This design comes from an exercise in tuning for a short achievable clock period and few clock cycles on the open sky130 flow, not from production work.
Only simulation tests tie the RTL to the original design; equivalence was not proved.

Setup of the reference run:
==> flow/design.v (excerpt) <==
module OTTER_MCU(
    input RST,
    input CLK,
    output [13:0] MEM_ADDR1,
    output MEM_RDEN1,
    input [31:0] MEM_DOUT1,
    output [13:0] MEM_ADDR2,
    output MEM_RDEN2,
    output MEM_WE2,
    output [3:0] MEM_BE2,
    output [31:0] MEM_DIN2,
    input [31:0] MEM_DOUT2
    );
    localparam NB = 4;           
    localparam SPRED_BNE = 1'b1;
    logic [31:0] fpc;            
    logic        iv, i_pred;     
    logic [31:0] ipc;
    logic [NB-1:0] i_hit;
    logic        dv, d_pred, d_bp;  
    logic [31:0] ir, dpc;
    logic [NB-1:0] d_hit;
    logic [NB-1:0] bt_v;
    logic [29:0]   bt_tag [0:NB-1];
    logic [31:0]   bt_tgt [0:NB-1];
    logic [1:0]    bt_ptr;       
    logic          bi_v;         
    logic [29:0]   bi_tag;
    logic [31:0]   bi_tgt;
    logic        ev, e_pred, e_bp;  
    logic [NB-1:0] e_hit;
    logic [31:0] epc, e_seq, e_btgt, e_a, e_b, e_bn, e_sd, e_imm;  
    logic [1:0]  e_acnt, e_bcnt;  
    logic        e_sub, e_f_add, e_f_sll, e_f_slt, e_f_sltu, e_f_xor, e_f_sr, e_sra,
                 e_f_or, e_f_and, e_f_link;
    logic        e_br, e_jal, e_jalr, e_load, e_store, e_wen;
  ...
Size: roughly 130 I/O pins, ~93000 um^2 of cells after synthesis.
==> flow/config.mk <==
export PLATFORM = sky130hd
export DESIGN_NAME = OTTER_MCU
export DESIGN_NICKNAME = OTTER_MCU
export VERILOG_FILES = /design/flow/design.v
export SDC_FILE = /design/flow/constraint.sdc
export NUM_CORES = 4
export LEC_CHECK = 0
export ABC_CLOCK_PERIOD_IN_PS = 3000
export CAP_MARGIN = 20
export CORE_MARGIN = 2
export CORE_UTILIZATION = 40
export GPL_TIMING_DRIVEN = 1
export SETUP_SLACK_MARGIN = 5
export SLEW_MARGIN = 20
export TNS_END_PERCENT = 100
==> flow/constraint.sdc <==
create_clock -name core_clock -period 11.0 [get_ports {CLK}]
set_input_delay 2.2000 -clock core_clock [delete_from_list [all_inputs] [get_ports {CLK}]]
set_output_delay 2.2000 -clock core_clock [all_outputs]
set_load 0.01 [all_outputs]
standard.sh (not shown) runs the stock make flow with config.mk's settings and CLKGATE_MAP_FILE= SYNTH_SCRIPT=/design/flow/synth_recipe.tcl, a recipe that flattens the netlist after the stock synthesis.
==> flow/flow/run.sh <==
#!/bin/bash
set -euo pipefail
bash standard.sh SETUP_SLACK_MARGIN=7 finish > standard.log 2>&1
Testbench counts of the reference run, summed over its fixed seeds: cycles 67,399.
--- input diff the reference run..the trial run ---
-- flow/design.v --
<<< the reference run, line 55
                 e_f_or, e_f_and, e_f_link;
    logic        e_br, e_jal, e_jalr, e_load, e_store, e_wen;
    logic [2:0]  e_f3;
    logic [4:0]  e_rd;
>>> the trial run, line 55
                 e_f_or, e_f_and, e_f_link;
    logic        e_br, e_jal, e_jalr, e_load, e_store, e_wen;
    logic        j_v;            
    logic [31:0] j_tgt;
    logic [2:0]  e_f3;
    logic [4:0]  e_rd;
<<< the reference run, line 149
    wire [31:0] agu  = e_a + e_imm;
    wire [31:0] btgt = e_btgt;
    wire [31:0] rtgt = e_pred ? seq : (e_jalr ? agu : btgt);
    wire taken    = e_jal | e_jalr | (e_br & cond);
    wire e_go     = ev & ~stall;
    wire redirect = e_go & (taken ^ e_pred);
>>> the trial run, line 151
    wire [31:0] agu  = e_a + e_imm;
    wire [31:0] btgt = e_btgt;
    wire [31:0] rtgt = e_pred ? seq : btgt;
    wire taken    = e_jal | (e_br & cond);
    wire jsq      = e_go & e_jalr;
    wire e_go     = ev & ~stall;
    wire redirect = e_go & (taken ^ e_pred);
<<< the reference run, line 209
            bt_ptr <= '0;
            bi_v   <= 1'b0;
        end else begin
            mv   <= e_go;
            m_we <= e_go & e_store;
>>> the trial run, line 212
            bt_ptr <= '0;
            bi_v   <= 1'b0;
            j_v    <= 1'b0;
        end else begin
            j_v  <= jsq;
            mv   <= e_go;
            m_we <= e_go & e_store;
<<< the reference run, line 224
            end else begin
                if (e_go & e_bp & ~taken) bt_v <= bt_v & ~e_hit;
                ev <= dv & ~redirect;
                e_acnt <= n_acnt;
                e_bcnt <= n_bcnt;
                stall  <= dv & ~redirect & ((n_acnt != 2'd0) | (n_bcnt != 2'd0));
                if (redirect) begin
                    fpc <= rtgt;
                    iv  <= 1'b0;
>>> the trial run, line 229
            end else begin
                if (e_go & e_bp & ~taken) bt_v <= bt_v & ~e_hit;
                ev <= dv & ~redirect & ~jsq;
                e_acnt <= n_acnt;
                e_bcnt <= n_bcnt;
                stall  <= dv & ~redirect & ~jsq & ((n_acnt != 2'd0) | (n_bcnt != 2'd0));
                if (j_v) begin
                    fpc <= j_tgt;
                    iv  <= 1'b0;
                    dv  <= 1'b0;
                end else if (redirect | jsq) begin
                    fpc <= rtgt;
                    iv  <= 1'b0;
<<< the reference run, line 261
        m_be   <= be;
        m_din  <= e_sd;
        bi_tag <= epc[31:2];
        bi_tgt <= btgt;
>>> the trial run, line 270
        m_be   <= be;
        m_din  <= e_sd;
        j_tgt  <= agu;
        bi_tag <= epc[31:2];
        bi_tgt <= btgt;
Results
The trial run against the reference run; maximum achievable frequency is down by a few percent.
Summary: with the reference run as the reference, count of clock-buffer cells in the layout in the trial run moved down by more than 10%.
Routed wire length in the trial run vs the reference run: down 5900 um
In the reports for the trial run and the reference run, the larger max-slew headroom at the worst pin belongs to the trial run.
Portion of netlist area occupied by mux cells came out higher on the trial run than on the reference run.
Between the trial run and the reference run, it is the trial run whose number of multi-input logic gates is lower, by 57.
Note that the count of buffers not belonging to the clock network in the layout recorded for the reference run amounts to 0.840 times the value seen in the trial run.
Against the reference run, the final cell area of the trial run is higher.
Taking the reference run as the reference, in the trial run net count after synthesis has remained practically unchanged, actual transition at the worst max-transition pin fell 0.092 ns.
In the trial run the share of the cycle needed by the critical path after routing turned out 1.4 points higher than in the reference run.
Testbench counts of the trial run, summed over its fixed seeds: cycles 67,931.

==> afterwards: timing with drivers on the ports <==
The results above use ideal ports. As a check the final layouts listed here were re-extracted and re-timed, cells and wires unchanged.
Step 1 (the two cells are an assumption about what drives the block):
set clk [get_ports {CLK}]
set_driving_cell -lib_cell sky130_fd_sc_hd__clkbuf_16 $clk
set_driving_cell -lib_cell sky130_fd_sc_hd__buf_2 [delete_from_list [all_inputs] $clk]
Step 2 also shifts input and output timing later by t, the mid clock arrival at the registers, as if the neighbouring blocks saw the same clock.
Three values: ideal ports, drivers, drivers and shift; two values: the first two.
run | shift t [ns] | slack for setup (ns) | latest minus earliest clock arrival (ns)
the reference run | 0.939 | 6.901 / 6.950 / 6.018 | 0.069 / 0.068
the trial run | 0.932 | 6.747 / 6.791 / 5.858 | 0.097 / 0.097
After both steps setup and hold are still met in every run listed. The setup slack of the trial run, which loses most, moves by +0.044 ns with the drivers and by -0.889 ns with both steps.
